What follows belongs to an exercise in optimizing a design on an open flow for small area; a production flow would make more cautious choices. Function was checked by simulation only, so behaviour that the tests miss may differ from the original. Power and IR drop assume default switching activity. The clock port is modelled as an ideal driver; clocking choices that lean on that would not hold on a real chip.

**config.mk**
```make
export PLATFORM = sky130hd
export DESIGN_NAME = facedet_display
export DESIGN_NICKNAME = facedet_display
export VERILOG_FILES = /design/flow/design.v
export SDC_FILE = /design/flow/constraint.sdc
export NUM_CORES = 4
export LEC_CHECK = 0
export CAP_MARGIN = 20
export CORE_MARGIN = 2
export CORE_UTILIZATION = 45
export PLACE_DENSITY = 0.6
export SLEW_MARGIN = 20
```
**constraint.sdc**
```tcl
create_clock -name core_clock -period 12.0 [get_ports {clk}]
set_input_delay 2.4000 -clock core_clock [delete_from_list [all_inputs] [get_ports {clk}]]
set_output_delay 2.4000 -clock core_clock [all_outputs]
set_load 0.01 [all_outputs]
```
**design.v**
```verilog
`timescale 1ns / 1ps
module facedet_display(
    input wire clk,
    input wire rst,
    output wire [14:0] rd_addr,
    input wire [19:0] ii_rddata,
    input wire detected_flag,
    input wire continuous,
    output wire vga_hsync,
    output wire vga_vsync,
    output wire [3:0] vga_r,
    output wire [3:0] vga_g,
    output wire [3:0] vga_b
    );
    reg [9:0] hpos;
    reg [9:0] vcnt;
    always @(posedge clk) begin
        if (rst) begin
            hpos <= 10'd623;
            vcnt <= 10'd234;
        end else if (hpos == 10'd398) begin
            hpos <= 10'd623;
            vcnt <= (vcnt == 10'd238) ? 10'd738 : vcnt + 10'd1;
        end else begin
            hpos <= hpos + 10'd1;
        end
    end
    wire rows = ((vcnt >= 10'd918) || (vcnt <= 10'd13));
    wire addr_en = rows && ((hpos >= 10'd864));
    wire data_en = rows && ((hpos >= 10'd867) || (hpos <= 10'd2));
    wire addr_clr = ((vcnt == 10'd204) && (hpos != 10'd623)) || ((vcnt >= 10'd205) && (vcnt <= 10'd238));
    reg [9:0] addr_hi;
    always @(posedge clk) begin
        if (addr_clr)
            addr_hi <= 10'd0;
        else if (addr_en && (hpos[4:0] == 5'd31))
            addr_hi <= addr_hi + 10'd1;
    end
    assign rd_addr = {addr_hi, addr_en ? hpos[4:0] : 5'd0};
    reg [639:0] ring;
    wire [3:0] above = ring[639:636];
    wire [3:0] feed = data_en ? ii_rddata[3:0] : (addr_clr ? 4'd0 : above);
    always @(posedge clk)
        ring <= {ring[635:0], feed};
    wire [3:0] diff = ii_rddata[3:0] - above;
    reg [3:0] row_buff;
    reg [3:0] bw_reg;
    reg [3:0] grey;
    always @(posedge clk) begin
        if (addr_clr)
            row_buff <= 4'd0;
        else if (data_en)
            row_buff <= diff;
        bw_reg <= data_en ? diff - row_buff : 4'd0;
        grey <= bw_reg;
    end
    reg cont_q, det_q;
    always @(posedge clk) begin
        cont_q <= continuous;
        det_q <= detected_flag;
    end
    wire rect = ((hpos >= 10'd724) && (hpos <= 10'd823)) && ((vcnt >= 10'd838) && (vcnt <= 10'd938));
    wire vwin = (vcnt[9:4] == 6'd55) && (vcnt[3:0] != 4'd0);
    wire [2:0] ady = vcnt[3] ? vcnt[2:0] : 3'd0 - vcnt[2:0];
    wire hin_a = (hpos[9:5] == 5'd3) && (hpos[4:0] <= 5'd11);
    wire hin_b = (hpos[9:5] == 5'd2) && (hpos[4:0] >= 5'd29);
    wire [2:0] adx = (hin_a && (hpos[4:2] != 3'd0)) ? hpos[2:0] - 3'd4 : 3'd4 - hpos[2:0];
    reg dot_t;
    always @* begin
        case ({adx, ady})
            6'd0: dot_t = 1'b1;
            6'd1: dot_t = 1'b1;
            6'd2: dot_t = 1'b1;
            6'd3: dot_t = 1'b1;
            6'd4: dot_t = 1'b1;
            6'd5: dot_t = 1'b1;
            6'd6: dot_t = 1'b1;
            6'd7: dot_t = 1'b1;
            6'd8: dot_t = 1'b1;
            6'd9: dot_t = 1'b1;
            6'd10: dot_t = 1'b1;
            6'd11: dot_t = 1'b1;
            6'd12: dot_t = 1'b1;
            6'd13: dot_t = 1'b1;
            6'd14: dot_t = 1'b1;
            6'd15: dot_t = 1'b1;
            6'd16: dot_t = 1'b1;
            6'd17: dot_t = 1'b1;
            6'd18: dot_t = 1'b1;
            6'd19: dot_t = 1'b1;
            6'd20: dot_t = 1'b1;
            6'd21: dot_t = 1'b1;
            6'd22: dot_t = 1'b1;
            6'd24: dot_t = 1'b1;
            6'd25: dot_t = 1'b1;
            6'd26: dot_t = 1'b1;
            6'd27: dot_t = 1'b1;
            6'd28: dot_t = 1'b1;
            6'd29: dot_t = 1'b1;
            6'd30: dot_t = 1'b1;
            6'd32: dot_t = 1'b1;
            6'd33: dot_t = 1'b1;
            6'd34: dot_t = 1'b1;
            6'd35: dot_t = 1'b1;
            6'd36: dot_t = 1'b1;
            6'd37: dot_t = 1'b1;
            6'd40: dot_t = 1'b1;
            6'd41: dot_t = 1'b1;
            6'd42: dot_t = 1'b1;
            6'd43: dot_t = 1'b1;
            6'd44: dot_t = 1'b1;
            6'd45: dot_t = 1'b1;
            6'd48: dot_t = 1'b1;
            6'd49: dot_t = 1'b1;
            6'd50: dot_t = 1'b1;
            6'd51: dot_t = 1'b1;
            6'd56: dot_t = 1'b1;
            6'd57: dot_t = 1'b1;
            default: dot_t = 1'b0;
        endcase
    end
    wire dot = vwin && (hin_a || hin_b) && dot_t;
    wire xr = (rect && !cont_q) || (dot && !det_q);
    wire xg = (rect && !cont_q) || (dot && det_q);
    wire xb = rect && cont_q;
    assign vga_hsync = !((hpos >= 10'd257) && (hpos <= 10'd352));
    assign vga_vsync = !((vcnt == 10'd205) || ((vcnt == 10'd204) && ((hpos >= 10'd627) || (hpos <= 10'd398))) ||
                         ((vcnt == 10'd206) && ((hpos >= 10'd623) && (hpos <= 10'd626))));
    assign vga_r = {4{xr}} | grey;
    assign vga_g = {4{xg}} | grey;
    assign vga_b = {4{xb}} | grey;
endmodule
```
**flow/run.sh**
```bash
#!/bin/bash
# Standard layout with four changes: ABC maps the logic with an area-oriented
# script (the flip-flops and their names are those of the standard
# synthesis), logic cells are shrunk to their smallest drive after
# floorplanning, port buffers use the smallest buffer cell, and clock tree
# synthesis runs without dummy loads and with larger sink clusters.
set -euo pipefail
here=$(pwd)
cp -r "$FLOW_HOME/scripts" "$here/scripts"
cp "$here/flow/abc_area.script" "$here/scripts/abc_speed.script"
export SCRIPTS_DIR=$here/scripts
export POST_FLOORPLAN_TCL=$here/flow/downsize.tcl
export BUFFER_PORTS_ARGS="-buffer_cell sky130_fd_sc_hd__buf_1"
export CTS_ARGS="-sink_clustering_enable -repair_clock_nets -dont_use_dummy_load -sink_clustering_size 36 -sink_clustering_max_diameter 100 -sink_clustering_buffer sky130_fd_sc_hd__clkbuf_16 -buf_list sky130_fd_sc_hd__clkbuf_4 -root_buf sky130_fd_sc_hd__clkbuf_8"
bash standard.sh > $here/standard.log 2>&1
```
**flow/abc_area.script**
```
&get -n
&st
&dch
&nf -p
&st
&syn2
&dch
&nf -p
&st
&syn2
&dch
&nf -p
&st
&syn2
&dch
&nf -p
&st
&dch
&nf -R 1000 -p
&put
```
**flow/downsize.tcl**
```tcl
# Shrink each logic cell to the smallest drive strength of its family. The
# design has several ns of slack at its period; the resizer's later
# repair_design restores drive wherever a slew or load limit needs it.
set dont_use [split $::env(DONT_USE_CELLS)]
set n 0
set saved 0.0
foreach inst [get_cells *] {
  set master [get_property $inst ref_name]
  if { ![regexp {^(sky130_fd_sc_hd__[a-z0-9]+)_([0-9]+)$} $master -> base sz] } { continue }
  if { [regexp {^sky130_fd_sc_hd__(df|ed|sd|dl|tap|fill|decap|conb|clk|probe|lpflow)} $master] } { continue }
  set cur [lindex [get_lib_cells */$master] 0]
  set best $master
  set best_area [get_property $cur area]
  set area0 $best_area
  foreach lc [get_lib_cells */${base}_*] {
    set name [get_property $lc name]
    if { ![regexp "^${base}_\[0-9\]+\$" $name] } { continue }
    if { [lsearch -exact $dont_use $name] >= 0 } { continue }
    set a [get_property $lc area]
    if { $a < $best_area } {
      set best $name
      set best_area $a
    }
  }
  if { $best ne $master } {
    replace_cell $inst $best
    incr n
    set saved [expr {$saved + $area0 - $best_area}]
  }
}
puts "downsize.tcl: replaced $n cells, [format %.1f $saved] um2 less"
```
**standard.sh**
```bash
#!/bin/bash
# synth_recipe.tcl (not shown) runs the flow's synth.tcl, then flattens the netlist and writes it again
# the make line also repeats each setting of config.mk as NAME=value (left out here)
make -C /OpenROAD-flow-scripts/flow DESIGN_CONFIG=/design/flow/config.mk WORK_HOME=/design/flow/orfs CLKGATE_MAP_FILE= SYNTH_SCRIPT=/design/flow/synth_recipe.tcl "${@:-finish}"
```
==> impl_metrics.py, run 1 <==
metrics = {
    "cells_and_area": {
        "largest_reg_flops": 640,
        "most-common-layout-cells": "684 x dfxtp_1, 36 x buf_1, 29 x nor2_1",
        "mostFrequentLayoutCell": "dfxtp_1",
        "diodes": 0,
        "seq_area_mm2": 0.01369,
        "fillers": 2863,
        "multi_input_area_mm2": 0.001559,
        "area_growth_pct": 8.228,
        "fin_area_mm2": 0.01657,
        "drive_above_1_share_pct": 2.574,
        "instances_no_fill": 1458,
        "final_nets": 1053,
        "top_register": "ring",
    },
    "placed_design": {
        "io_buffers": 36,
        "place_congestion": 0.8224,
        "placed_area_mm2": 0.01603,
        "dp.cells": 1435,
        "dp_hpwl_mm": 9.625,
    },
    "timing": {
        "fin_crit_ps": 5661,
        "slew_headroom_pct": 34.62,
        "final_hold_viol_count": 0,
        "final-setup-viol-count": 0,
        "finalCritPeriodShare_pct": 47.18,
        "fin_tns_setup_ps": 0,
        "tightest_slew_ps": 968.1,
        "rsz0062_at_grt": "no",
        "fmax_ghz": 0.1766,
        "clock-skew-final_ps": 48.54,
        "maxSlewViolCount": 0,
    },
    "worst_setup_path": {
        "worstPathArrival_ps": 3260,
        "r2r-start": "vcnt[0]",
        "path_max_fanout": 11,
        "rr_endpoint": "addr_hi[9]",
        "rrSetupSlack_ps": 8950,
        "crit_path_end_kind": "primary output",
        "crit_path_start_kind": "flop",
        "cp.required_ps": 9600,
        "crit_type": "flop to primary output",
        "r2r_cells": 8,
    },
    "worst_hold_path": {
        "hold_path_depth": 0,
        "hold_path_end": "ring[276]",
        "min_from": "ring[272]",
        "min_path_type": "flop to flop",
    },
    "routing": {
        "avgRoutedWirePerCell_um": 11.91,
        "drt_first_pass_iters": 4,
        "first_iter_violations": 351,
        "antenna_left": 0,
        "num_vias": 6225,
        "via_per_inst": 4.270,
        "drc": 0,
        "wl_mm": 17.37,
    },
    "synthesis": {
        "syn_nets": 989,
        "synth_cell_type_count": 43,
        "synthArstFlopShare_pct": 0,
        "synth_cells": 948,
        "synth_seq_cells": 684,
        "yosysWarnings": 1,
        "ys.flop_type": "dfxtp_1",
        "synth-edff-count": 0,
        "syn_area_mm2": 0.01531,
        "avgSynthCellArea_um2": 16.15,
        "synth-seq-area-share_pct": 89.43,
    },
    "floorplanning": {
        "ios": 53,
        "die_w_um": 188.5,
        "row_count": 67,
        "initial_core_util_pct": 45.66,
        "die_area_mm2": 0.03552,
        "die_h_um": 188.5,
        "fp.coreArea_mm2": 0.03353,
    },
    "clocking": {
        "cts_setup_buffers": 0,
        "cts_resized": 0,
        "cts_root_buf": "clkbuf_8",
        "cts_buffers": 23,
        "clk_latency_ps": 640,
        "cts.clk_slew.worst_paths_ps": 110,
        "clk_path_buf_depth": 3,
        "cts_max_level": 1,
        "cts_tree": "yes",
        "cts_hold_buf": 0,
        "cts_sinks": 684,
    },
    "global_routing": {
        "overflow": 0,
        "grt_pass1_wl_mm": 29.61,
        "grt_usage_pct": 9.911,
        "antenna_found_initial": 0,
        "grt_pass1_vias": 5868,
        "grt_max_degree": 37,
    },
    "run": {
        "cap_violations": 0,
    },
    "pwr": {
        "ir_drop_v": 0.00009049,
        "power.static_leakage_nw": 6.461,
        "powerDensity_mw_per_mm2": 194.9,
    },
    "status": {
        "status": "complete, no violations",
    },
}
[Yosys cell counts (all sizes together) (5+ instances only)]
cell / n / share of area (%)
nand3: 10 / 0.33
a21oi: 25 / 0.82
xor2: 6 / 0.34
nand2: 26 / 0.64
o21ai: 20 / 0.65
clkinv: 16 / 0.39
or3: 5 / 0.20
nor4: 7 / 0.29
dfxtp: 684 / 89
and3: 13 / 0.53
nand2b: 12 / 0.49
nor2: 29 / 0.71
nor3: 13 / 0.42
ha: 15 / 1.2
nand4: 7 / 0.29
a211oi: 5 / 0.25
a31oi: 8 / 0.33
[critical path: stages, from the launching register on]
cell and delay (ps):
dfxtp_1 570, ha_1 350, nand4b_1 140, nand4_1 120, nor2_1 230, a21oi_1 100
a31oi_1 210, o2111ai_1 150, nand4_1 170, clkinv_1 80, a21oi_1 300, nand2b_1 100
buf_1 130
[cell families (layout without fill, tap and decap cells)]
group | after synthesis | after routing | synth area share [%]
AO/OA/AOI/OAI | 81 | 81 | 3.293
buffers and inverters | 16 | 78 | 0.3922
flip-flops | 684 | 684 | 89.43
AND/OR/NAND/NOR | 138 | 138 | 4.698
XOR/XNOR | 10 | 10 | 0.5720
multiplexers | 2 | 2 | 0.1307
adder cells (fa/ha/maj) | 17 | 17 | 1.487
[worst max path at each step]
stage             from  endpoint  slack, ps  cells past startpoint
5_1_grt        hpos[0]  vga_g[2]       5990                     12
3_5_place_dp   hpos[0]  vga_g[0]       7020                     12
4_1_cts        hpos[0]  vga_g[0]       6330                     12
3_3_place_gp   hpos[0]  vga_g[0]       7060                     12
6_report       hpos[0]  vga_g[0]       6340                     12
2_1_floorplan  hpos[0]  vga_g[0]       7490                     11
[layer usage]
layer	wire length (um)	track usage, %
met3	669	1.844
met4	502	3.215
met5	0	0
met1	9823	16.03
met2	6375	13.12
[through the flow]
stage / setup WS (ps) / hold WS [ps] / power, mW / util [%]
final: 6339 / 278.1 / 3.230 / 49.42
after global routing: 5993 / 272.5 / 3.349 / 49.42
after CTS: 6328 / 275.3 / 3.266 / 49.42
after detailed placement: 7016 / 312.1 / 2.372 / 47.81
after global placement: 7063 / 311.8 / 2.372 / 47.81
after floorplan: 7492 / 309.6 / 2.361 / -
[layout make-up]
class,count,area share (%)
tap,448,3.382
multi-input combinational,248,9.407
sequential,684,82.63
clock buffer,23,3.269
timing repair buffer,39,0.9513
inverter,16,0.3624
[power breakdown]
group | internal, mW | switching (mW) | total, mW
logic | 0.0141 | 0.0210 | 0.0351
clock network | 0.323 | 0.585 | 0.908
registers | 2.28 | 0.0116 | 2.29
total | 2.61 | 0.617 | 3.23
==> run 2, diff against run 1 <==
--- a/flow/run.sh
+++ b/flow/run.sh
@@ -5,3 +5,4 @@
 # floorplanning, port buffers use the smallest buffer cell, and clock tree
-# synthesis runs without dummy loads and with larger sink clusters.
+# synthesis runs without dummy loads, with larger sink clusters and with
+# smaller buffers above the leaf level.
 set -euo pipefail
--- a/config.mk
+++ b/config.mk
@@ -10,2 +10,3 @@
 export CORE_UTILIZATION = 45
+export GPL_TIMING_DRIVEN = 0
 export PLACE_DENSITY = 0.6
==> impl_metrics.py, run 2 <==
metrics = {
    "timing": {
        "rsz0062_at_grt": "no",
        "fin_tns_setup_ps": 0,
        "maxSlewViolCount": 0,
        "final-setup-viol-count": 0,
        "whs_ps": 288.6,
        "final_hold_viol_count": 0,
        "finalCritPeriodShare_pct": 46.96,
        "fin_crit_ps": 5636,
        "worst_slack_ps": 6364,
        "clock-skew-final_ps": 59.81,
        "fmax_ghz": 0.1774,
        "tightest_slew_ps": 818.6,
        "slew_headroom_pct": 44.71,
    },
    "synthesis": {
        "syn_nets": 989,
        "synth-edff-count": 0,
        "syn_area_mm2": 0.01531,
        "synth-seq-area-share_pct": 89.43,
        "yosys.area.top_type_share_pct": 89.43,
        "synth_cells": 948,
        "avgSynthCellArea_um2": 16.15,
        "synth_area_leaders": "dfxtp_1 89%, ha_1 1.2%, a21oi_1 0.82%",
        "synth_cell_type_count": 43,
        "synth_common_cells": "684 x dfxtp_1, 29 x nor2_1, 26 x nand2_1, 25 x a21oi_1, 20 x o21ai_0",
        "synthArstFlopShare_pct": 0,
        "synth_top_area_cell": "dfxtp_1",
        "synth_seq_cells": 684,
        "yosysMostFrequentCell": "dfxtp_1",
        "yosysWarnings": 1,
        "ys.flop_type": "dfxtp_1",
    },
    "pwr": {
        "ir_drop_v": 0.00009122,
        "seqPwrFrac_pct": 71.3,
        "clkPwrFrac_pct": 27.6,
        "p_switching_mw": 0.6087,
        "power.static_leakage_nw": 6.447,
        "internal-power_mw": 2.599,
        "combPwrFrac_pct": 1.1,
        "p_sw_share_pct": 18.98,
        "powerDensity_mw_per_mm2": 193.8,
        "totalPowerFinal_mw": 3.208,
    },
    "cells_and_area": {
        "fin_area_mm2": 0.01655,
        "drive_above_1_share_pct": 2.679,
        "instances_no_fill": 1456,
        "most-common-layout-cells": "684 x dfxtp_1, 36 x buf_1, 29 x nor2_1",
        "post-route-util_pct": 49.37,
        "final_nets": 1051,
        "top_register": "ring",
        "largest_reg_flops": 640,
        "mostFrequentLayoutCell": "dfxtp_1",
        "area_growth_pct": 8.114,
        "diodes": 0,
    },
    "clocking": {
        "cts_setup_buffers": 0,
        "cts_max_level": 1,
        "clk_path_buf_depth": 3,
        "cts_resized": 0,
        "cts_buffers": 22,
        "cts_root_buf": "clkbuf_8",
        "cts_tree": "yes",
        "clk_latency_ps": 630,
        "cts_sinks": 684,
        "cts.clk_slew.worst_paths_ps": 120,
        "cts_hold_buf": 0,
    },
    "placed_design": {
        "dp.cells": 1434,
        "placed_area_mm2": 0.01604,
        "place_congestion": 0.8102,
        "dpl_worst_slack_ps": 7005,
        "dp_hpwl_mm": 9.382,
        "io_buffers": 36,
    },
    "worst_setup_path": {
        "crit_path_end_kind": "primary output",
        "worstPathArrival_ps": 3240,
        "crit_path_start_kind": "flop",
        "path_max_fanout": 11,
        "r2r-start": "vcnt[1]",
        "critPathBufInv": 2,
        "path_delay_family": "compound AO/OA/AOI/OAI gates",
        "crit_type": "flop to primary output",
        "path_cells": "ha_1 > nand4b_1 > nand4_1 > nor2_1 > a21oi_1 > a31oi_1 > o2111ai_1 > nand4_1 > clkinv_1 > a21oi_1 > nand2b_1 > buf_1",
        "crit_path_start": "hpos[0]",
        "cp_slowest_stage_delay_ps": 590,
        "cp.required_ps": 9600,
        "cpMaxStageDelayCell": "dfxtp_1",
    },
    "floorplanning": {
        "ios": 53,
        "initial_core_util_pct": 45.66,
        "die_w_um": 188.5,
        "die_area_mm2": 0.03552,
        "die_h_um": 188.5,
        "row_count": 67,
        "fp.coreArea_mm2": 0.03353,
    },
    "status": {
        "status": "complete, no violations",
    },
    "routing": {
        "drc": 0,
        "via_per_inst": 4.238,
        "num_vias": 6170,
        "wl_mm": 17.08,
        "avgRoutedWirePerCell_um": 11.73,
        "first_iter_violations": 313,
        "antenna_left": 0,
        "drt_first_pass_iters": 7,
    },
    "worst_hold_path": {
        "min_path_type": "flop to flop",
        "min_from": "ring[484]",
    },
    "global_routing": {
        "overflow": 0,
        "antenna_found_initial": 0,
        "grt_pass1_vias": 5697,
        "grt_usage_pct": 9.642,
        "grt_pass1_wl_mm": 28.68,
        "grt_max_degree": 37,
    },
    "run": {
        "cap_violations": 0,
    },
}
-- run 2: cell counts after synthesis --
No cell type changed its count.
-- run 2: power by group through the flow --
stage | combinational (mW) | sequential (mW) | clock, mW
final | 0.0353 | 2.29 | 0.885
after global routing | 0.0396 | 2.29 | 1.00
after CTS | 0.0351 | 2.29 | 0.923
after detailed placement | 0.0348 | 2.34 | 0
after global placement | 0.0345 | 2.34 | 0
after floorplan | 0.0267 | 2.33 | 0
-- run 2: cell families after synthesis --
| kind of cell | Yosys count | share of synthesized area (%) |
|---|---|---|
| XOR/XNOR | 10 | 0.5720 |
| multiplexers | 2 | 0.1307 |
| AO/OA/AOI/OAI | 81 | 3.293 |
| buffers and inverters | 16 | 0.3922 |
| AND/OR/NAND/NOR | 138 | 4.698 |
| flip-flops | 684 | 89.43 |
| adder cells (fa/ha/maj) | 17 | 1.487 |
-- run 2: area by class of cell --
type	instances	area [um2]
Fill cell	2869	16980
Tap cell	448	560.5
Timing Repair Buffer	38	151.4
Sequential cell	684	13690
Clock buffer	22	516.7
Multi-Input combinational cell	248	1573
Inverter	16	60.06
-- run 2: layer usage --
metal	vias to the layer above	part of all wire, %	track usage (%)
li1	3194	-	-
met1	2821	57	15.92
met2	126	36	12.46
met3	29	4.6	1.881
met4	0	2.3	2.855
met5	-	0	0
-- run 2: worst reg2reg max path: stages (launching register included) --
cell,delay (ps)
dfxtp_1,440
clkinv_1,130
ha_1,280
nor3_1,90
o41ai_1,740
and3_1,400
and4_1,370
and3_1,220
a21oi_1,70
o21a_1,100
-- run 2: worst paths after layout --
check,to,slack [ps],cells past startpoint
worst max-delay path,vga_g[3],6360,12
worst min-delay path,ring[488],290,0
worst max register to register,addr_hi[9],9070,9
worst min register to register,ring[488],290,0
==> run 3, diff against run 2 <==
==> flow/run.sh (replaced) <==
#!/bin/bash
# Standard layout with four changes: ABC maps the logic with an area-oriented
# script (the flip-flops and their names are those of the standard
# synthesis), logic cells are shrunk to their smallest drive after
# floorplanning, port buffers use the smallest buffer cell, and clock tree
# synthesis runs without dummy loads and with larger sink clusters.
set -euo pipefail
here=$(pwd)
cp -r "$FLOW_HOME/scripts" "$here/scripts"
cp "$here/flow/abc_area.script" "$here/scripts/abc_speed.script"
export SCRIPTS_DIR=$here/scripts
export POST_FLOORPLAN_TCL=$here/flow/downsize.tcl
export BUFFER_PORTS_ARGS="-buffer_cell sky130_fd_sc_hd__buf_1"
export CTS_ARGS="-sink_clustering_enable -repair_clock_nets -dont_use_dummy_load -sink_clustering_size 36 -sink_clustering_max_diameter 80 -sink_clustering_buffer sky130_fd_sc_hd__clkbuf_16 -buf_list sky130_fd_sc_hd__clkbuf_4 -root_buf sky130_fd_sc_hd__clkbuf_8"
bash standard.sh > $here/standard.log 2>&1
==> impl_metrics.py, run 3 <==
metrics = {
    "synthesis": {
        "yosysWarnings": 1,
        "synth-edff-count": 0,
        "yosysMostFrequentCell": "dfxtp_1",
        "synth_top_area_cell": "dfxtp_1",
        "synth-seq-area-share_pct": 89.43,
        "yosys.area.top_type_share_pct": 89.43,
        "synth_cell_type_count": 43,
        "avgSynthCellArea_um2": 16.15,
        "synthArstFlopShare_pct": 0,
        "syn_area_mm2": 0.01531,
        "ys.flop_type": "dfxtp_1",
        "synth_cells": 948,
        "synth_common_cells": "684 x dfxtp_1, 29 x nor2_1, 26 x nand2_1, 25 x a21oi_1, 20 x o21ai_0",
        "syn_nets": 989,
        "synth_area_leaders": "dfxtp_1 89%, ha_1 1.2%, a21oi_1 0.82%",
        "synth_seq_cells": 684,
    },
    "routing": {
        "wl_mm": 17.11,
        "drc": 0,
        "avgRoutedWirePerCell_um": 11.74,
        "drt_first_pass_iters": 5,
        "num_vias": 6151,
        "antenna_left": 0,
        "via_per_inst": 4.222,
        "first_iter_violations": 361,
    },
    "worst_setup_path": {
        "r2r-start": "vcnt[0]",
        "crit_path_start_kind": "flop",
        "rr_endpoint": "addr_hi[9]",
        "path_max_fanout": 11,
        "crit_type": "flop to primary output",
        "crit_path_end_kind": "primary output",
        "worstPathArrival_ps": 3290,
        "rrSetupSlack_ps": 9090,
        "cp.required_ps": 9600,
        "r2r_cells": 9,
    },
    "floorplanning": {
        "die_area_mm2": 0.03552,
        "initial_core_util_pct": 45.66,
        "die_w_um": 188.5,
        "row_count": 67,
        "fp.coreArea_mm2": 0.03353,
        "ios": 53,
        "die_h_um": 188.5,
    },
    "timing": {
        "tightest_slew_ps": 812.2,
        "finalCritPeriodShare_pct": 47.38,
        "maxSlewViolCount": 0,
        "rsz0062_at_grt": "no",
        "fmax_ghz": 0.1759,
        "final-setup-viol-count": 0,
        "slew_headroom_pct": 45.14,
        "final_hold_viol_count": 0,
        "fin_tns_setup_ps": 0,
        "fin_crit_ps": 5685,
        "clock-skew-final_ps": 48.41,
    },
    "pwr": {
        "ir_drop_v": 0.00008827,
        "powerDensity_mw_per_mm2": 194.7,
        "power.static_leakage_nw": 6.459,
    },
    "global_routing": {
        "grt_pass1_wl_mm": 28.73,
        "grt_pass1_vias": 5671,
        "grt_max_degree": 37,
        "antenna_found_initial": 0,
        "overflow": 0,
        "grt_usage_pct": 9.684,
    },
    "cells_and_area": {
        "final_nets": 1052,
        "drive_above_1_share_pct": 2.775,
        "mostFrequentLayoutCell": "dfxtp_1",
        "area_growth_pct": 8.278,
        "most-common-layout-cells": "684 x dfxtp_1, 36 x buf_1, 29 x nor2_1",
        "top_register": "ring",
        "fillers": 2880,
        "largest_reg_flops": 640,
        "instances_no_fill": 1457,
        "diodes": 0,
        "fin_area_mm2": 0.01658,
    },
    "clocking": {
        "cts_max_level": 1,
        "cts_setup_buffers": 0,
        "cts_buffers": 23,
        "clk_latency_ps": 630,
        "clk_path_buf_depth": 3,
        "cts_sinks": 684,
        "cts_resized": 0,
        "cts_root_buf": "clkbuf_8",
        "cts_hold_buf": 0,
        "cts.clk_slew.worst_paths_ps": 120,
        "cts_tree": "yes",
    },
    "placed_design": {
        "placed_area_mm2": 0.01604,
        "dp.cells": 1434,
        "place_congestion": 0.8102,
        "io_buffers": 36,
        "dp_hpwl_mm": 9.382,
    },
    "worst_hold_path": {
        "hold_path_end": "ring[248]",
        "min_path_type": "flop to flop",
        "hold_path_depth": 0,
        "min_from": "ring[244]",
    },
    "run": {
        "cap_violations": 0,
    },
    "status": {
        "status": "complete, no violations",
    },
}
## run 3: cell counts after synthesis
Identical to the previous run, type by type.
## run 3: worst max-delay path by stage
stage,start,endpoint,cells past startpoint
after floorplan,hpos[0],vga_g[0],11
after global placement,hpos[0],vga_g[0],12
after detailed placement,hpos[0],vga_g[3],12
after CTS,hpos[0],vga_g[3],12
after global routing,hpos[0],vga_g[2],12
final,hpos[0],vga_g[3],12
## run 3: cells by family after synthesis
logic type	Yosys count	share of synthesized area (%)
mux	2	0.1307
flops	684	89.43
simple gates	138	4.698
fa+ha+maj	17	1.487
compound gates	81	3.293
xor+xnor	10	0.5720
buf+inv	16	0.3922
## run 3: power by group
group | switching, mW | total [mW] | internal (mW) | leakage (nW)
Sequential | 0.0116 | 2.29 | 2.28 | 5.52
Clock | 0.583 | 0.906 | 0.323 | 0.268
Combinational | 0.0212 | 0.0353 | 0.0141 | 0.675
Total | 0.616 | 3.23 | 2.61 | 6.46
## run 3: per-stage QoR
step / power, mW / hold slack (ps) / util (%) / setup WS [ps]
2_1_floorplan: 2.361 / 309.6 / - / 7492
3_3_place_gp: 2.372 / 311.8 / 47.74 / 7061
3_5_place_dp: 2.373 / 312.1 / 47.83 / 7005
4_1_cts: 3.261 / 271.5 / 49.44 / 6316
5_1_grt: 3.346 / 267.7 / 49.44 / 5965
6_report: 3.228 / 273.1 / 49.44 / 6315
## run 3: layer usage
metal,part of all wire (%),vias up,GRT usage [%]
met2,35,117,12.42
met1,58,2803,15.99
met3,4.5,38,1.937
met5,0,-,0
li1,-,3193,-
met4,2.6,0,3.005
## run 3: cell type report
| type | count | area, um2 | share of cell area, % |
|---|---|---|---|
| clock buffers | 23 | 541.8 | 3.268 |
| flip-flops and latches | 684 | 13690 | 82.59 |
| well taps | 448 | 560.5 | 3.381 |
| multi-input cells | 248 | 1573 | 9.486 |
| repair buffers | 38 | 151.4 | 0.9131 |
| inverters | 16 | 60.06 | 0.3622 |
## run 3: worst max-delay path, cell delays in order, from the launching register on
cell	delay, ps
dfxtp_1	590
ha_1	350
nand4b_1	140
nand4_1	120
nor2_1	240
a21oi_1	100
a31oi_1	220
o2111ai_1	150
nand4_1	180
clkinv_1	90
a21oi_1	280
nand2b_1	80
buf_1	130
==> run 4, diff against run 3 <==
--- a/flow/run.sh
+++ b/flow/run.sh
@@ -13,3 +13,3 @@
 export BUFFER_PORTS_ARGS="-buffer_cell sky130_fd_sc_hd__buf_1"
-export CTS_ARGS="-sink_clustering_enable -repair_clock_nets -dont_use_dummy_load -sink_clustering_size 36 -sink_clustering_max_diameter 80 -sink_clustering_buffer sky130_fd_sc_hd__clkbuf_16 -buf_list sky130_fd_sc_hd__clkbuf_4 -root_buf sky130_fd_sc_hd__clkbuf_8"
+export CTS_ARGS="-sink_clustering_enable -repair_clock_nets -dont_use_dummy_load -sink_clustering_size 35 -sink_clustering_max_diameter 100 -sink_clustering_buffer sky130_fd_sc_hd__clkbuf_16 -buf_list sky130_fd_sc_hd__clkbuf_4 -root_buf sky130_fd_sc_hd__clkbuf_8"
 bash standard.sh > $here/standard.log 2>&1
==> impl_metrics.py, run 4 <==
metrics = {
    "status": {
        "status": "complete, no violations",
    },
    "timing": {
        "finalCritPeriodShare_pct": 47.12,
        "fmax_ghz": 0.1769,
        "fin_crit_ps": 5654,
        "maxSlewViolCount": 0,
        "final_hold_viol_count": 0,
        "whs_ps": 304.7,
        "tightest_slew_ps": 833.3,
        "final-setup-viol-count": 0,
        "clock-skew-final_ps": 39.27,
        "fin_tns_setup_ps": 0,
        "rsz0062_at_grt": "no",
        "slew_headroom_pct": 43.72,
    },
    "clocking": {
        "cts_sinks": 684,
        "cts_hold_buf": 0,
        "clk_latency_ps": 630,
        "cts_root_buf": "clkbuf_8",
        "cts.clk_slew.worst_paths_ps": 120,
        "cts_tree": "yes",
        "clk_path_buf_depth": 3,
        "cts_max_level": 1,
        "cts_buffers": 23,
        "cts_setup_buffers": 0,
        "cts_resized": 0,
    },
    "worst_setup_path": {
        "r2r_cells": 9,
        "rr_endpoint": "addr_hi[9]",
        "rrSetupSlack_ps": 9070,
        "crit_type": "flop to primary output",
        "worstPathArrival_ps": 3250,
        "path_max_fanout": 11,
        "cp.required_ps": 9600,
        "crit_path_end_kind": "primary output",
        "r2r-start": "vcnt[1]",
        "crit_path_start_kind": "flop",
        "path_cells": "ha_1 > nand4b_1 > nand4_1 > nor2_1 > a21oi_1 > a31oi_1 > o2111ai_1 > nand4_1 > clkinv_1 > a21oi_1 > nand2b_1 > buf_1",
        "cp_slowest_stage_delay_ps": 590,
        "cpMaxStageDelayCell": "dfxtp_1",
    },
    "synthesis": {
        "synth_top_area_cell": "dfxtp_1",
        "synth_cells": 948,
        "synth-edff-count": 0,
        "yosys.area.top_type_share_pct": 89.43,
        "ys.flop_type": "dfxtp_1",
        "synthArstFlopShare_pct": 0,
        "syn_area_mm2": 0.01531,
        "synth_common_cells": "684 x dfxtp_1, 29 x nor2_1, 26 x nand2_1, 25 x a21oi_1, 20 x o21ai_0",
        "synth_cell_type_count": 43,
        "syn_nets": 989,
        "yosysWarnings": 1,
        "synth_area_leaders": "dfxtp_1 89%, ha_1 1.2%, a21oi_1 0.82%",
        "avgSynthCellArea_um2": 16.15,
        "yosysMostFrequentCell": "dfxtp_1",
        "synth-seq-area-share_pct": 89.43,
        "synth_seq_cells": 684,
    },
    "global_routing": {
        "grt_max_degree": 36,
        "antenna_found_initial": 0,
        "grt_pass1_wl_mm": 28.62,
        "overflow": 0,
        "grt_pass1_vias": 5660,
        "grt_usage_pct": 9.618,
    },
    "worst_hold_path": {
        "min_path_type": "flop to flop",
        "min_from": "ring[20]",
        "hold_path_depth": 0,
        "hold_path_end": "ring[24]",
    },
    "floorplanning": {
        "die_h_um": 188.5,
        "row_count": 67,
        "fp.coreArea_mm2": 0.03353,
        "die_w_um": 188.5,
        "ios": 53,
        "initial_core_util_pct": 45.66,
        "die_area_mm2": 0.03552,
    },
    "pwr": {
        "seqPwrFrac_pct": 70.8,
        "p_sw_share_pct": 19.06,
        "clkPwrFrac_pct": 28.1,
        "power.static_leakage_nw": 6.459,
        "ir_drop_v": 0.00009164,
        "internal-power_mw": 2.612,
        "p_switching_mw": 0.6153,
        "combPwrFrac_pct": 1.1,
        "powerDensity_mw_per_mm2": 194.7,
    },
    "routing": {
        "drt_first_pass_iters": 4,
        "via_per_inst": 4.220,
        "wl_mm": 17.03,
        "antenna_left": 0,
        "num_vias": 6148,
        "first_iter_violations": 340,
        "avgRoutedWirePerCell_um": 11.69,
        "drc": 0,
    },
    "cells_and_area": {
        "mostFrequentLayoutCell": "dfxtp_1",
        "fillers": 2867,
        "final_nets": 1052,
        "instances_no_fill": 1457,
        "post-route-util_pct": 49.44,
        "top_register": "ring",
        "largest_reg_flops": 640,
        "area_growth_pct": 8.278,
        "most-common-layout-cells": "684 x dfxtp_1, 36 x buf_1, 29 x nor2_1",
        "diodes": 0,
        "drive_above_1_share_pct": 2.775,
    },
    "placed_design": {
        "place_congestion": 0.8102,
        "dp_hpwl_mm": 9.382,
        "dp.cells": 1434,
        "io_buffers": 36,
    },
    "run": {
        "cap_violations": 0,
    },
}
## run 4: cell counts in the layout (fill, tap and decap cells not counted)
No cell type changed its count.
## run 4: final cells by class
type	instances	area (um2)	area share [%]
Timing Repair Buffer	38	151.4	0.9131
Multi-Input combinational cell	248	1573	9.486
Sequential cell	684	13690	82.59
Tap cell	448	560.5	3.381
Inverter	16	60.06	0.3622
Clock buffer	23	541.8	3.268
## run 4: cells by family after synthesis
group | Yosys count | share of synthesized area [%]
DFF | 684 | 89.43
and+or+nand+nor | 138 | 4.698
AOI/OAI and AO/OA | 81 | 3.293
adders and majority gates | 17 | 1.487
buffers and inverters | 16 | 0.3922
xor gates and xnor gates | 10 | 0.5720
muxes | 2 | 0.1307
## run 4: worst max-delay path by stage
stage,from,end,slack (ps)
2_1_floorplan,hpos[0],vga_g[0],7490
3_3_place_gp,hpos[0],vga_g[0],7060
3_5_place_dp,hpos[0],vga_g[3],7010
4_1_cts,hpos[0],vga_g[3],6320
5_1_grt,hpos[0],vga_g[2],5970
6_report,hpos[0],vga_g[3],6350
## run 4: critical path, delay by kind of cell, from the launching register on
kind	cells	cell delay [ps]
AO/OA/AOI/OAI	4	740
adder cells (fa/ha/maj)	1	350
buffers and inverters	2	220
flip-flops	1	590
AND/OR/NAND/NOR	5	760
## run 4: through the flow
step	area [um2]	power, mW	worst slack (ps)
after global routing	16580	3.346	5969
after global placement	16010	2.372	7061
after CTS	16580	3.265	6316
after floorplan	15310	2.361	7492
after detailed placement	16040	2.373	7005
final	16580	3.228	6346
## run 4: power by group through the flow
stage                     clock network, mW  registers [mW]  logic (mW)
after floorplan                           0            2.33      0.0267
after global placement                    0            2.34      0.0345
after detailed placement                  0            2.34      0.0348
after CTS                             0.944            2.29      0.0351
after global routing                   1.02            2.29      0.0396
final                                 0.906            2.29      0.0352
## run 4: routing by layer
metal	track usage [%]	wire length [um]	vias up
li1	-	-	3192
met1	15.94	9846	2798
met2	12.30	5963	123
met3	1.825	745	35
met4	3.065	479	0
met5	0	0	-
==> run 5, diff against run 4 <==
--- a/flow/run.sh
+++ b/flow/run.sh
@@ -13,3 +13,3 @@
 export BUFFER_PORTS_ARGS="-buffer_cell sky130_fd_sc_hd__buf_1"
-export CTS_ARGS="-sink_clustering_enable -repair_clock_nets -dont_use_dummy_load -sink_clustering_size 35 -sink_clustering_max_diameter 100 -sink_clustering_buffer sky130_fd_sc_hd__clkbuf_16 -buf_list sky130_fd_sc_hd__clkbuf_4 -root_buf sky130_fd_sc_hd__clkbuf_8"
+export CTS_ARGS="-sink_clustering_enable -repair_clock_nets -dont_use_dummy_load -sink_clustering_size 36 -sink_clustering_max_diameter 90 -sink_clustering_buffer sky130_fd_sc_hd__clkbuf_16 -buf_list sky130_fd_sc_hd__clkbuf_4 -root_buf sky130_fd_sc_hd__clkbuf_8"
 bash standard.sh > $here/standard.log 2>&1
==> impl_metrics.py, run 5 <==
metrics = {
    "status": {
        "status": "complete, no violations",
    },
    "pwr": {
        "totalPowerFinal_mw": 3.226,
        "ir_drop_v": 0.0001087,
        "power.static_leakage_nw": 6.459,
        "powerDensity_mw_per_mm2": 194.5,
    },
    "cells_and_area": {
        "post-route-util_pct": 49.44,
        "top_register": "ring",
        "diodes": 0,
        "final_nets": 1052,
        "area_growth_pct": 8.278,
        "drive_above_1_share_pct": 2.775,
        "most-common-layout-cells": "684 x dfxtp_1, 36 x buf_1, 29 x nor2_1",
        "fillers": 2868,
        "mostFrequentLayoutCell": "dfxtp_1",
        "fin_area_mm2": 0.01658,
        "largest_reg_flops": 640,
    },
    "worst_setup_path": {
        "worstPathArrival_ps": 3270,
        "cp.required_ps": 9600,
        "crit_path_start_kind": "flop",
        "rrSetupSlack_ps": 9090,
        "r2r-start": "vcnt[0]",
        "rr_endpoint": "addr_hi[9]",
        "crit_type": "flop to primary output",
        "path_max_fanout": 11,
        "crit_path_end_kind": "primary output",
        "r2r_cells": 9,
        "crit_path_start": "hpos[0]",
    },
    "timing": {
        "fin_crit_ps": 5673,
        "finalCritPeriodShare_pct": 47.28,
        "whs_ps": 268.1,
        "maxSlewViolCount": 0,
        "tightest_slew_ps": 823.4,
        "slew_headroom_pct": 44.39,
        "rsz0062_at_grt": "no",
        "clock-skew-final_ps": 50.16,
        "fin_tns_setup_ps": 0,
        "final_hold_viol_count": 0,
        "final-setup-viol-count": 0,
        "fmax_ghz": 0.1763,
    },
    "global_routing": {
        "grt_usage_pct": 9.629,
        "grt_pass1_vias": 5715,
        "overflow": 0,
        "met3_usage_pct": 1.769,
        "gr-max-usage-layer": "met1",
        "antenna_found_initial": 0,
        "grtUsageMet2_pct": 12.56,
        "grt_pass1_wl_mm": 28.70,
        "grt_max_degree": 37,
        "use_met1_pct": 15.85,
    },
    "clocking": {
        "cts_max_level": 1,
        "cts_buffers": 23,
        "cts_tree": "yes",
        "clk_latency_ps": 630,
        "clk_path_buf_depth": 3,
        "cts_root_buf": "clkbuf_8",
        "cts_resized": 0,
        "cts_setup_buffers": 0,
        "cts.clk_slew.worst_paths_ps": 120,
        "cts_hold_buf": 0,
        "cts_sinks": 684,
    },
    "synthesis": {
        "synth_top_area_cell": "dfxtp_1",
        "synth_area_leaders": "dfxtp_1 89%, ha_1 1.2%, a21oi_1 0.82%",
        "synth_cell_type_count": 43,
        "synth_cells": 948,
        "synth-seq-area-share_pct": 89.43,
        "synth_seq_cells": 684,
        "yosysMostFrequentCell": "dfxtp_1",
        "avgSynthCellArea_um2": 16.15,
        "syn_nets": 989,
        "syn_area_mm2": 0.01531,
        "yosysWarnings": 1,
        "yosys.area.top_type_share_pct": 89.43,
        "synthArstFlopShare_pct": 0,
        "synth-edff-count": 0,
        "synth_common_cells": "684 x dfxtp_1, 29 x nor2_1, 26 x nand2_1, 25 x a21oi_1, 20 x o21ai_0",
        "ys.flop_type": "dfxtp_1",
    },
    "floorplanning": {
        "die_h_um": 188.5,
        "initial_core_util_pct": 45.66,
        "die_w_um": 188.5,
        "ios": 53,
        "fp.coreArea_mm2": 0.03353,
        "die_area_mm2": 0.03552,
        "row_count": 67,
    },
    "worst_hold_path": {
        "hold_path_depth": 0,
        "hold_path_end": "ring[224]",
        "min_path_type": "flop to flop",
        "min_from": "ring[220]",
    },
    "placed_design": {
        "place_congestion": 0.8102,
        "dp_hpwl_mm": 9.382,
        "placed_area_mm2": 0.01604,
        "io_buffers": 36,
    },
    "routing": {
        "avgRoutedWirePerCell_um": 11.68,
        "antenna_left": 0,
        "wl_mm": 17.02,
        "drt_first_pass_iters": 5,
        "via_per_inst": 4.192,
        "first_iter_violations": 312,
        "drc": 0,
        "num_vias": 6108,
    },
    "run": {
        "cap_violations": 0,
    },
}
==> run 5: area by class of cell <==
class	count	area, um2	area share [%]
clock buffer	23	541.8	3.268
multi-input combinational	248	1573	9.486
inverter	16	60.06	0.3622
sequential	684	13690	82.59
timing repair buffer	38	151.4	0.9131
tap	448	560.5	3.381
==> run 5: critical path, stage by stage, from the launching register on <==
cell and delay [ps]:
dfxtp_1 580, ha_1 350, nand4b_1 140, nand4_1 120, nor2_1 240, a21oi_1 100, a31oi_1 210, o2111ai_1 150
nand4_1 180, clkinv_1 90, a21oi_1 280, nand2b_1 80, buf_1 130
==> run 5: worst max-delay path by stage <==
| stage | endpoint | depth (start not counted) |
|---|---|---|
| floorplan | vga_g[0] | 11 |
| global placement | vga_g[0] | 12 |
| detailed placement | vga_g[3] | 12 |
| CTS | vga_g[3] | 12 |
| global route | vga_g[2] | 12 |
| finish | vga_g[3] | 12 |
==> run 5: per-layer routing <==
metal  up-vias  wire length [um]
met1      2775              9806
met3        27               707
met2       106              6076
met5         -                 0
li1       3200                 -
met4         0               429
==> run 5: kinds of logic (layout without fill, tap and decap cells) <==
| kind of cell | after synthesis | after routing | synth area share [%] |
|---|---|---|---|
| AO/OA/AOI/OAI | 81 | 81 | 3.293 |
| AND/OR/NAND/NOR | 138 | 138 | 4.698 |
| multiplexers | 2 | 2 | 0.1307 |
| buffers and inverters | 16 | 77 | 0.3922 |
| adder cells (fa/ha/maj) | 17 | 17 | 1.487 |
| XOR/XNOR | 10 | 10 | 0.5720 |
| flip-flops | 684 | 684 | 89.43 |
==> run 5: per-stage QoR <==
step	cells	setup slack, ps
global placement	1432	7061
global route	1457	5966
CTS	1457	6308
detailed placement	1434	7005
floorplan	948	7492
finish	1457	6327
==> run 5: power by group <==
part | internal (mW) | switching (mW) | leakage, nW | total [mW]
Clock | 0.323 | 0.580 | 0.268 | 0.904
Sequential | 2.28 | 0.0115 | 5.52 | 2.29
Combinational | 0.0141 | 0.0212 | 0.675 | 0.0353
Total | 2.61 | 0.613 | 6.46 | 3.23
==> run 6, diff against run 5 <==
--- a/design.v
+++ b/design.v
@@ -16,9 +16,11 @@
     reg [9:0] vcnt;
+    wire line_end = ((!hpos[9] && !hpos[8] && !hpos[7] && hpos[3] && hpos[2] && hpos[1]));      
+    wire frame_end = ((vcnt[9] && vcnt[3] && vcnt[2] && vcnt[1]));     
     always @(posedge clk) begin
         if (rst) begin
-            hpos <= 10'd623;
-            vcnt <= 10'd234;
-        end else if (hpos == 10'd398) begin
-            hpos <= 10'd623;
-            vcnt <= (vcnt == 10'd238) ? 10'd738 : vcnt + 10'd1;
+            hpos <= 10'd239;
+            vcnt <= 10'd522;
+        end else if (line_end) begin
+            hpos <= 10'd239;
+            vcnt <= frame_end ? 10'd2 : vcnt + 10'd1;
         end else begin
@@ -27,6 +29,6 @@
     end
-    wire rows = ((vcnt >= 10'd918) || (vcnt <= 10'd13));
-    wire addr_en = rows && ((hpos >= 10'd864));
-    wire data_en = rows && ((hpos >= 10'd867) || (hpos <= 10'd2));
-    wire addr_clr = ((vcnt == 10'd204) && (hpos != 10'd623)) || ((vcnt >= 10'd205) && (vcnt <= 10'd238));
+    wire rows = ((vcnt[8] && !vcnt[7] && !vcnt[6] && !vcnt[5]) || (vcnt[8] && !vcnt[7] && !vcnt[6] && !vcnt[4] && !vcnt[3]) || (vcnt[8] && !vcnt[7] && !vcnt[6] && !vcnt[4] && !vcnt[2]) || (vcnt[8] && !vcnt[7] && !vcnt[6] && !vcnt[4] && !vcnt[1]) || (!vcnt[8] && vcnt[7] && vcnt[5] && vcnt[4] && vcnt[2] && vcnt[1]) || (!vcnt[8] && vcnt[7] && vcnt[5] && vcnt[4] && vcnt[3]) || (!vcnt[8] && vcnt[7] && vcnt[6]));
+    wire addr_en = rows && ((hpos[9] && !hpos[8] && !hpos[7]) || (!hpos[9] && hpos[8] && hpos[7] && hpos[6] && hpos[5]));
+    wire data_en = rows && ((hpos[9] && !hpos[8] && !hpos[7]) || (!hpos[9] && hpos[8] && hpos[7] && hpos[6] && hpos[5] && hpos[4]) || (!hpos[9] && hpos[8] && hpos[7] && hpos[6] && hpos[5] && hpos[3]) || (!hpos[9] && hpos[8] && hpos[7] && hpos[6] && hpos[5] && hpos[2]) || (!hpos[8] && hpos[7] && !hpos[6] && !hpos[5] && !hpos[4] && !hpos[3] && !hpos[2] && !hpos[0]) || (!hpos[9] && hpos[8] && hpos[7] && hpos[6] && hpos[5] && hpos[1] && hpos[0]) || (!hpos[8] && hpos[7] && !hpos[6] && !hpos[5] && !hpos[4] && !hpos[3] && !hpos[2] && !hpos[1]));
+    wire addr_clr = (((vcnt[8] && vcnt[7] && vcnt[6] && vcnt[5] && !vcnt[4] && vcnt[3] && vcnt[2] && !vcnt[1] && !vcnt[0])) && !((!hpos[9] && !hpos[8] && hpos[7] && !hpos[4]))) || ((vcnt[9]) || (vcnt[8] && vcnt[7] && vcnt[6] && vcnt[5] && vcnt[3] && vcnt[2] && vcnt[0]) || (vcnt[8] && vcnt[7] && vcnt[6] && vcnt[5] && vcnt[3] && vcnt[2] && vcnt[1]) || (vcnt[8] && vcnt[7] && vcnt[6] && vcnt[5] && vcnt[4]));
     reg [9:0] addr_hi;
@@ -61,8 +63,7 @@
     end
-    wire rect = ((hpos >= 10'd724) && (hpos <= 10'd823)) && ((vcnt >= 10'd838) && (vcnt <= 10'd938));
-    wire vwin = (vcnt[9:4] == 6'd55) && (vcnt[3:0] != 4'd0);
+    wire rect = ((!hpos[9] && !hpos[7] && hpos[6] && hpos[4] && hpos[2]) || (!hpos[9] && !hpos[7] && hpos[6] && hpos[4] && hpos[3]) || (!hpos[9] && !hpos[7] && hpos[6] && hpos[5]) || (!hpos[9] && hpos[7] && !hpos[6] && !hpos[5]) || (!hpos[9] && hpos[7] && !hpos[6] && !hpos[4]) || (!hpos[9] && hpos[7] && !hpos[6] && !hpos[3])) && ((!vcnt[8] && !vcnt[7] && vcnt[6] && vcnt[5] && vcnt[2] && vcnt[1]) || (!vcnt[8] && !vcnt[7] && vcnt[6] && vcnt[5] && vcnt[3]) || (!vcnt[8] && !vcnt[7] && vcnt[6] && vcnt[5] && vcnt[4]) || (!vcnt[8] && vcnt[7] && !vcnt[6]) || (!vcnt[8] && vcnt[7] && !vcnt[5] && !vcnt[4] && !vcnt[3]) || (!vcnt[8] && vcnt[7] && !vcnt[5] && !vcnt[4] && !vcnt[2] && !vcnt[1]) || (!vcnt[8] && vcnt[7] && !vcnt[5] && !vcnt[4] && !vcnt[2] && !vcnt[0]));
+    wire vwin = ((!vcnt[8] && vcnt[7] && !vcnt[6] && !vcnt[5] && vcnt[4] && vcnt[0]) || (!vcnt[8] && vcnt[7] && !vcnt[6] && !vcnt[5] && vcnt[4] && vcnt[1]) || (!vcnt[8] && vcnt[7] && !vcnt[6] && !vcnt[5] && vcnt[4] && vcnt[2]) || (!vcnt[8] && vcnt[7] && !vcnt[6] && !vcnt[5] && vcnt[4] && vcnt[3]));
+    wire hwin = ((!hpos[8] && hpos[7] && hpos[6] && hpos[5] && !hpos[4] && !hpos[3]) || (!hpos[8] && hpos[7] && hpos[6] && hpos[5] && !hpos[4] && !hpos[2]) || (!hpos[8] && hpos[7] && hpos[6] && !hpos[5] && hpos[4] && hpos[3] && hpos[2] && hpos[0]) || (!hpos[8] && hpos[7] && hpos[6] && !hpos[5] && hpos[4] && hpos[3] && hpos[2] && hpos[1]));
     wire [2:0] ady = vcnt[3] ? vcnt[2:0] : 3'd0 - vcnt[2:0];
-    wire hin_a = (hpos[9:5] == 5'd3) && (hpos[4:0] <= 5'd11);
-    wire hin_b = (hpos[9:5] == 5'd2) && (hpos[4:0] >= 5'd29);
-    wire [2:0] adx = (hin_a && (hpos[4:2] != 3'd0)) ? hpos[2:0] - 3'd4 : 3'd4 - hpos[2:0];
+    wire [2:0] adx = (!hpos[4] && (hpos[3] || hpos[2])) ? hpos[2:0] - 3'd4 : 3'd4 - hpos[2:0];
     reg dot_t;
@@ -121,3 +122,3 @@
     end
-    wire dot = vwin && (hin_a || hin_b) && dot_t;
+    wire dot = vwin && hwin && dot_t;
     wire xr = (rect && !cont_q) || (dot && !det_q);
@@ -125,5 +126,5 @@
     wire xb = rect && cont_q;
-    assign vga_hsync = !((hpos >= 10'd257) && (hpos <= 10'd352));
-    assign vga_vsync = !((vcnt == 10'd205) || ((vcnt == 10'd204) && ((hpos >= 10'd627) || (hpos <= 10'd398))) ||
-                         ((vcnt == 10'd206) && ((hpos >= 10'd623) && (hpos <= 10'd626))));
+    assign vga_hsync = !((hpos[9] && hpos[8] && hpos[7] && !hpos[5] && hpos[2]) || (hpos[9] && hpos[8] && hpos[7] && !hpos[6] && hpos[5]) || (hpos[9] && hpos[8] && hpos[7] && !hpos[5] && hpos[1]) || (hpos[9] && hpos[8] && hpos[7] && !hpos[5] && hpos[4]) || (hpos[9] && hpos[8] && hpos[7] && hpos[6] && !hpos[5]) || (hpos[9] && hpos[8] && hpos[7] && !hpos[6] && hpos[3]) || (hpos[9] && hpos[8] && hpos[7] && !hpos[5] && hpos[0]) || (hpos[9] && hpos[8] && hpos[7] && hpos[6] && !hpos[4] && !hpos[3] && !hpos[2] && !hpos[1] && !hpos[0]));
+    assign vga_vsync = !(((vcnt[8] && vcnt[7] && vcnt[6] && vcnt[5] && !vcnt[4] && vcnt[3] && vcnt[2] && !vcnt[1] && vcnt[0])) || (((vcnt[8] && vcnt[7] && vcnt[6] && vcnt[5] && !vcnt[4] && vcnt[3] && vcnt[2] && !vcnt[1] && !vcnt[0])) && !((!hpos[9] && !hpos[8] && hpos[7] && !hpos[3] && !hpos[2] && !hpos[1]) || (!hpos[9] && !hpos[8] && hpos[7] && !hpos[4]) || (!hpos[9] && !hpos[8] && hpos[7] && !hpos[3] && !hpos[2] && !hpos[0]))) ||
+                         (((vcnt[8] && vcnt[7] && vcnt[6] && vcnt[5] && !vcnt[4] && vcnt[3] && vcnt[2] && vcnt[1] && !vcnt[0])) && ((!hpos[9] && !hpos[8] && hpos[7] && !hpos[3] && !hpos[2] && !hpos[1]) || (!hpos[9] && !hpos[8] && hpos[7] && !hpos[4]) || (!hpos[9] && !hpos[8] && hpos[7] && !hpos[3] && !hpos[2] && !hpos[0]))));
     assign vga_r = {4{xr}} | grey;
--- a/flow/run.sh
+++ b/flow/run.sh
@@ -5,3 +5,4 @@
 # floorplanning, port buffers use the smallest buffer cell, and clock tree
-# synthesis runs without dummy loads and with larger sink clusters.
+# synthesis runs without dummy loads, with larger sink clusters and with
+# smaller buffers above the leaf level.
 set -euo pipefail
@@ -13,3 +14,3 @@
 export BUFFER_PORTS_ARGS="-buffer_cell sky130_fd_sc_hd__buf_1"
-export CTS_ARGS="-sink_clustering_enable -repair_clock_nets -dont_use_dummy_load -sink_clustering_size 36 -sink_clustering_max_diameter 90 -sink_clustering_buffer sky130_fd_sc_hd__clkbuf_16 -buf_list sky130_fd_sc_hd__clkbuf_4 -root_buf sky130_fd_sc_hd__clkbuf_8"
+export CTS_ARGS="-sink_clustering_enable -repair_clock_nets -dont_use_dummy_load -sink_clustering_size 36 -sink_clustering_max_diameter 100 -sink_clustering_buffer sky130_fd_sc_hd__clkbuf_16 -buf_list sky130_fd_sc_hd__clkbuf_4 -root_buf sky130_fd_sc_hd__clkbuf_8"
 bash standard.sh > $here/standard.log 2>&1
==> impl_metrics.py, run 6 <==
metrics = {
    "routing": {
        "antenna_left": 0,
        "drc": 0,
        "wl_mm": 16.29,
        "drt_first_pass_iters": 4,
        "via_per_inst": 4.148,
        "avgRoutedWirePerCell_um": 11.32,
        "num_vias": 5969,
        "first_iter_violations": 318,
    },
    "placed_design": {
        "dp.cells": 1417,
        "place_congestion": 0.8154,
        "io_buffers": 36,
        "dpl_worst_slack_ps": 7118,
        "dp_hpwl_mm": 9.071,
    },
    "clocking": {
        "cts_tree": "yes",
        "cts_root_buf": "clkbuf_8",
        "cts.clk_slew.worst_paths_ps": 120,
        "cts_sinks": 684,
        "cts_hold_buf": 0,
        "clk_latency_ps": 640,
        "clk_path_buf_depth": 3,
        "cts_setup_buffers": 0,
        "cts_max_level": 1,
        "cts_buffers": 22,
        "cts_resized": 0,
    },
    "worst_setup_path": {
        "r2r_cells": 10,
        "path_delay_family": "simple AND/OR/NAND/NOR gates",
        "cp_slowest_stage_delay_ps": 490,
        "path_max_fanout": 8,
        "crit_type": "flop to primary output",
        "worstPathArrival_ps": 3130,
        "crit_path_end_kind": "primary output",
        "rr_endpoint": "addr_hi[9]",
        "rrSetupSlack_ps": 9070,
        "crit_path_start_kind": "flop",
        "cp.required_ps": 9600,
        "cpMaxStageDelayCell": "dfxtp_1",
        "critPathBufInv": 2,
        "path_cells": "clkinv_1 > ha_1 > mux2i_1 > nor2_1 > or3b_1 > nor3b_1 > nor4_1 > or3_1 > buf_1",
        "r2r-start": "vcnt[3]",
    },
    "pwr": {
        "p_sw_share_pct": 19.77,
        "internal-power_mw": 2.624,
        "power.static_leakage_nw": 6.414,
        "powerDensity_mw_per_mm2": 199.5,
        "p_switching_mw": 0.6468,
        "combPwrFrac_pct": 2.5,
        "seqPwrFrac_pct": 70.5,
        "ir_drop_v": 0.00009705,
        "clkPwrFrac_pct": 27.1,
    },
    "cells_and_area": {
        "most-common-layout-cells": "684 x dfxtp_1, 36 x buf_1, 33 x nor2_1",
        "multi_input_area_mm2": 0.001424,
        "largest_reg_flops": 640,
        "seq_area_mm2": 0.01369,
        "fillers": 2887,
        "mostFrequentLayoutCell": "dfxtp_1",
        "top_register": "ring",
        "instances_no_fill": 1439,
        "final_nets": 1031,
        "area_growth_pct": 8.111,
        "drive_above_1_share_pct": 2.523,
        "diodes": 0,
    },
    "timing": {
        "slew_headroom_pct": 42.96,
        "finalCritPeriodShare_pct": 46.06,
        "tightest_slew_ps": 846.6,
        "clock-skew-final_ps": 59.41,
        "rsz0062_at_grt": "no",
        "maxSlewViolCount": 0,
        "fin_tns_setup_ps": 0,
        "worst_slack_ps": 6472,
        "final-setup-viol-count": 0,
        "fin_crit_ps": 5528,
        "final_hold_viol_count": 0,
        "fmax_ghz": 0.1809,
    },
    "synthesis": {
        "yosysMostFrequentCell": "dfxtp_1",
        "synth_cell_type_count": 38,
        "synth_top_area_cell": "dfxtp_1",
        "synth-edff-count": 0,
        "yosysWarnings": 1,
        "synth_cells": 932,
        "synthArstFlopShare_pct": 0,
        "yosys.area.top_type_share_pct": 90.30,
        "synth_seq_cells": 684,
        "synth_area_leaders": "dfxtp_1 90%, ha_1 0.99%, nor2_1 0.82%",
        "syn_area_mm2": 0.01516,
        "ys.flop_type": "dfxtp_1",
        "avgSynthCellArea_um2": 16.27,
        "synth-seq-area-share_pct": 90.30,
        "syn_nets": 970,
        "synth_common_cells": "684 x dfxtp_1, 33 x nor2_1, 29 x nand2_1, 21 x a21oi_1, 16 x nor3_1",
    },
    "global_routing": {
        "grt_pass1_vias": 5523,
        "grt_max_degree": 37,
        "antenna_found_initial": 0,
        "grt_usage_pct": 9.203,
        "grt_pass1_wl_mm": 27.19,
        "overflow": 0,
    },
    "floorplanning": {
        "row_count": 67,
        "die_h_um": 187.6,
        "initial_core_util_pct": 45.45,
        "ios": 53,
        "die_area_mm2": 0.03518,
        "die_w_um": 187.6,
        "fp.coreArea_mm2": 0.03336,
    },
    "run": {
        "cap_violations": 0,
    },
    "status": {
        "status": "complete, no violations",
    },
    "worst_hold_path": {
        "hold_path_end": "ring[586]",
        "hold_path_depth": 0,
        "min_path_type": "flop to flop",
        "min_from": "ring[582]",
    },
}
run 6: cell count changes after synthesis, sizes merged, moves of 3 or more:
cell,change
nor2,+4
nand3,-3
ha,-3
o41ai,-3
and3,-5
nor3,+3
nand2,+3
nand4b,-3
a21oi,-4
nor2b,+6
o21ai,-5
nor4,-3
nand4,+3
run 6: routing by layer:
layer | global-route usage, % | vias to the layer above | wire length, um
met4 | 2.726 | 0 | 435
met1 | 15.12 | 2748 | 9370
li1 | - | 3099 | -
met2 | 11.89 | 89 | 5772
met3 | 1.946 | 33 | 710
met5 | 0 | - | 0
run 6: worst max path at each step:
| stage | start | to | slack (ps) | cells past startpoint |
|---|---|---|---|---|
| finish | vcnt[1] | vga_r[0] | 6470 | 9 |
| global route | vcnt[1] | vga_g[0] | 6250 | 10 |
| CTS | vcnt[1] | vga_r[0] | 6420 | 9 |
| detailed placement | vcnt[1] | vga_r[0] | 7120 | 9 |
| global placement | vcnt[1] | vga_r[2] | 7190 | 9 |
| floorplan | vcnt[1] | vga_r[0] | 7510 | 8 |
run 6: power groups by stage:
stage	combinational, mW	clock [mW]	sequential (mW)
final	0.0801	0.885	2.31
after global routing	0.0910	1.00	2.31
after CTS	0.0797	0.928	2.31
after detailed placement	0.0790	0	2.36
after global placement	0.0775	0	2.36
after floorplan	0.0632	0	2.35
run 6: layout make-up:
class	instances	share of cell area, %
inverters	15	0.3435
flip-flops and latches	684	83.53
repair buffers	37	0.8701
well taps	448	3.419
multi-input cells	233	8.686
clock buffers	22	3.152
run 6: cells by family after synthesis:
kind of cell / Yosys count / share of synthesized area, %
AND/OR/NAND/NOR: 140 / 4.621
adder cells (fa/ha/maj): 14 / 1.254
buffers and inverters: 15 / 0.3713
flip-flops: 684 / 90.30
multiplexers: 1 / 0.06601
XOR/XNOR: 12 / 0.6931
AO/OA/AOI/OAI: 66 / 2.690
run 6: worst register-to-register path, stage by stage, from the launching register on:
cell and delay [ps]:
dfxtp_1 550, a21o_1 170, a31oi_1 90, o21ai_0 280, o21ai_0 390, nor2b_1 440
nand4_1 170, nor2b_1 220, and3_1 280, and3_1 180, nor3_1 40
run 6: through the flow:
step	power [mW]	hold slack (ps)	instance area, um2	utilization, %
2_1_floorplan	2.413	309.6	15160	-
3_5_place_dp	2.436	312.1	15880	47.58
3_3_place_gp	2.434	311.7	15860	47.53
6_report	3.271	281.7	16390	49.13
4_1_cts	3.314	274.0	16390	49.13
5_1_grt	3.402	280.4	16390	49.13
==> run 7, diff against run 6 <==
--- a/config.mk
+++ b/config.mk
@@ -10,3 +10,2 @@
 export CORE_UTILIZATION = 45
-export GPL_TIMING_DRIVEN = 0
 export PLACE_DENSITY = 0.6
==> impl_metrics.py, run 7 <==
metrics = {
    "timing": {
        "fin_tns_setup_ps": 0,
        "whs_ps": 319.6,
        "fmax_ghz": 0.1785,
        "fin_crit_ps": 5602,
        "tightest_slew_ps": 768.5,
        "clock-skew-final_ps": 28.21,
        "finalCritPeriodShare_pct": 46.68,
        "slew_headroom_pct": 48.53,
        "final_hold_viol_count": 0,
        "rsz0062_at_grt": "no",
        "worst_slack_ps": 6398,
        "maxSlewViolCount": 0,
        "final-setup-viol-count": 0,
    },
    "synthesis": {
        "synth_area_leaders": "dfxtp_1 90%, ha_1 0.99%, nor2_1 0.82%",
        "yosys.area.top_type_share_pct": 90.30,
        "synth-edff-count": 0,
        "synthArstFlopShare_pct": 0,
        "syn_nets": 970,
        "synth_seq_cells": 684,
        "yosysWarnings": 1,
        "synth_common_cells": "684 x dfxtp_1, 33 x nor2_1, 29 x nand2_1, 21 x a21oi_1, 16 x nor3_1",
        "ys.flop_type": "dfxtp_1",
        "synth_cells": 932,
        "syn_area_mm2": 0.01516,
        "yosysMostFrequentCell": "dfxtp_1",
        "synth-seq-area-share_pct": 90.30,
        "synth_cell_type_count": 38,
        "synth_top_area_cell": "dfxtp_1",
        "avgSynthCellArea_um2": 16.27,
    },
    "placed_design": {
        "dp_hpwl_mm": 8.943,
        "place_congestion": 0.8178,
        "io_buffers": 36,
        "placed_area_mm2": 0.01587,
        "dpl_worst_slack_ps": 7093,
    },
    "routing": {
        "top_layer_used": "met5",
        "first_iter_violations": 351,
        "met1_length_mm": 9.687,
        "drc": 0,
        "via_per_inst": 4.122,
        "met3_length_um": 726,
        "avgRoutedWirePerCell_um": 11.51,
        "wl_met2_mm": 5.710,
        "wl_mm": 16.58,
        "num_vias": 5935,
        "antenna_left": 0,
        "drt_first_pass_iters": 4,
    },
    "global_routing": {
        "grt_usage_pct": 9.541,
        "grt_max_degree": 37,
        "grt_pass1_wl_mm": 28.08,
        "overflow": 0,
        "antenna_found_initial": 1,
        "grt_pass1_vias": 5660,
    },
    "clocking": {
        "cts.clk_slew.worst_paths_ps": 120,
        "cts_root_buf": "clkbuf_8",
        "cts_setup_buffers": 0,
        "clk_latency_ps": 630,
        "cts_hold_buf": 0,
        "clk_path_buf_depth": 3,
        "cts_sinks": 684,
        "cts_resized": 0,
        "cts_buffers": 22,
        "cts_max_level": 1,
        "cts_tree": "yes",
    },
    "cells_and_area": {
        "most-common-layout-cells": "684 x dfxtp_1, 36 x buf_1, 33 x nor2_1",
        "mostFrequentLayoutCell": "dfxtp_1",
        "drive_above_1_share_pct": 2.419,
        "fin_area_mm2": 0.01639,
        "top_register": "ring",
        "diodes": 0,
        "largest_reg_flops": 640,
        "final_nets": 1032,
        "area_growth_pct": 8.095,
        "post-route-util_pct": 49.13,
    },
    "floorplanning": {
        "fp.coreArea_mm2": 0.03336,
        "die_h_um": 187.6,
        "die_w_um": 187.6,
        "die_area_mm2": 0.03518,
        "initial_core_util_pct": 45.45,
        "ios": 53,
        "row_count": 67,
    },
    "worst_setup_path": {
        "path_max_fanout": 8,
        "crit_path_end_kind": "primary output",
        "rrSetupSlack_ps": 9180,
        "cp.required_ps": 9600,
        "crit_type": "flop to primary output",
        "worstPathArrival_ps": 3200,
        "crit_path_start_kind": "flop",
    },
    "pwr": {
        "power.static_leakage_nw": 6.417,
        "powerDensity_mw_per_mm2": 200.1,
        "ir_drop_v": 0.0001079,
    },
    "worst_hold_path": {
        "min_path_type": "flop to flop",
    },
    "status": {
        "status": "complete, no violations",
    },
    "run": {
        "cap_violations": 0,
    },
}
[run 7: changes by cell type in the layout (fill, tap and decap cells not counted)]
cell,delta
o21ai_2,-1
nor4b_2,-1
o21ai_1,+1
nor4b_1,+1
buf_4,+1
[run 7: final cells by class]
cell class | count | area [um2]
Clock buffer | 22 | 516.7
Fill cell | 2887 | 16970
Inverter | 15 | 56.30
Multi-Input combinational cell | 233 | 1414
Sequential cell | 684 | 13690
Tap cell | 448 | 560.5
Timing Repair Buffer | 38 | 150.1
[run 7: final timing paths]
kind / endpoint / depth (start not counted) / startpoint
max reg2reg: addr_hi[9] / 10 / vcnt[3]
min: ring[158] / 0 / ring[154]
max: vga_r[0] / 9 / vcnt[1]
min reg2reg: ring[158] / 0 / ring[154]
[run 7: worst max-delay path: stages, from the launching register on]
cell and delay (ps):
dfxtp_1 500, clkinv_1 190, ha_1 370, mux2i_1 200
nor2_1 60, or3b_1 340, nor3b_1 160, nor4_1 440
or3_1 180, buf_1 150
[run 7: per-stage QoR]
step / cells / total power, mW
floorplan: 932 / 2.413
global placement: 1418 / 2.435
detailed placement: 1418 / 2.437
CTS: 1440 / 3.316
global route: 1440 / 3.405
finish: 1440 / 3.280
[run 7: power by group]
| group | internal, mW | total [mW] | leakage [nW] | switching [mW] |
|---|---|---|---|---|
| combinational | 0.0334 | 0.0811 | 0.646 | 0.0477 |
| clock | 0.309 | 0.893 | 0.256 | 0.584 |
| sequential | 2.28 | 2.31 | 5.51 | 0.0243 |
[run 7: per-layer routing]
metal | GRT usage (%) | vias to the layer above
met5 | 0 | -
met2 | 12.32 | 87
met3 | 2.040 | 31
met4 | 2.635 | 2
li1 | - | 3103
met1 | 15.76 | 2712
[run 7: cells by family after synthesis]
logic type | after synthesis | synth area share (%)
simple gates | 140 | 4.621
compound gates | 66 | 2.690
xor+xnor | 12 | 0.6931
fa+ha+maj | 14 | 1.254
flops | 684 | 90.30
buf+inv | 15 | 0.3713
mux | 1 | 0.06601

Setup slack of run 7, layout unchanged: 6.398 ns with ideal ports, 6.355 ns with driving cells assumed (clock clkbuf_16, inputs buf_2), 7.012 ns with port delays also shifted by the 0.657 ns mid clock arrival.
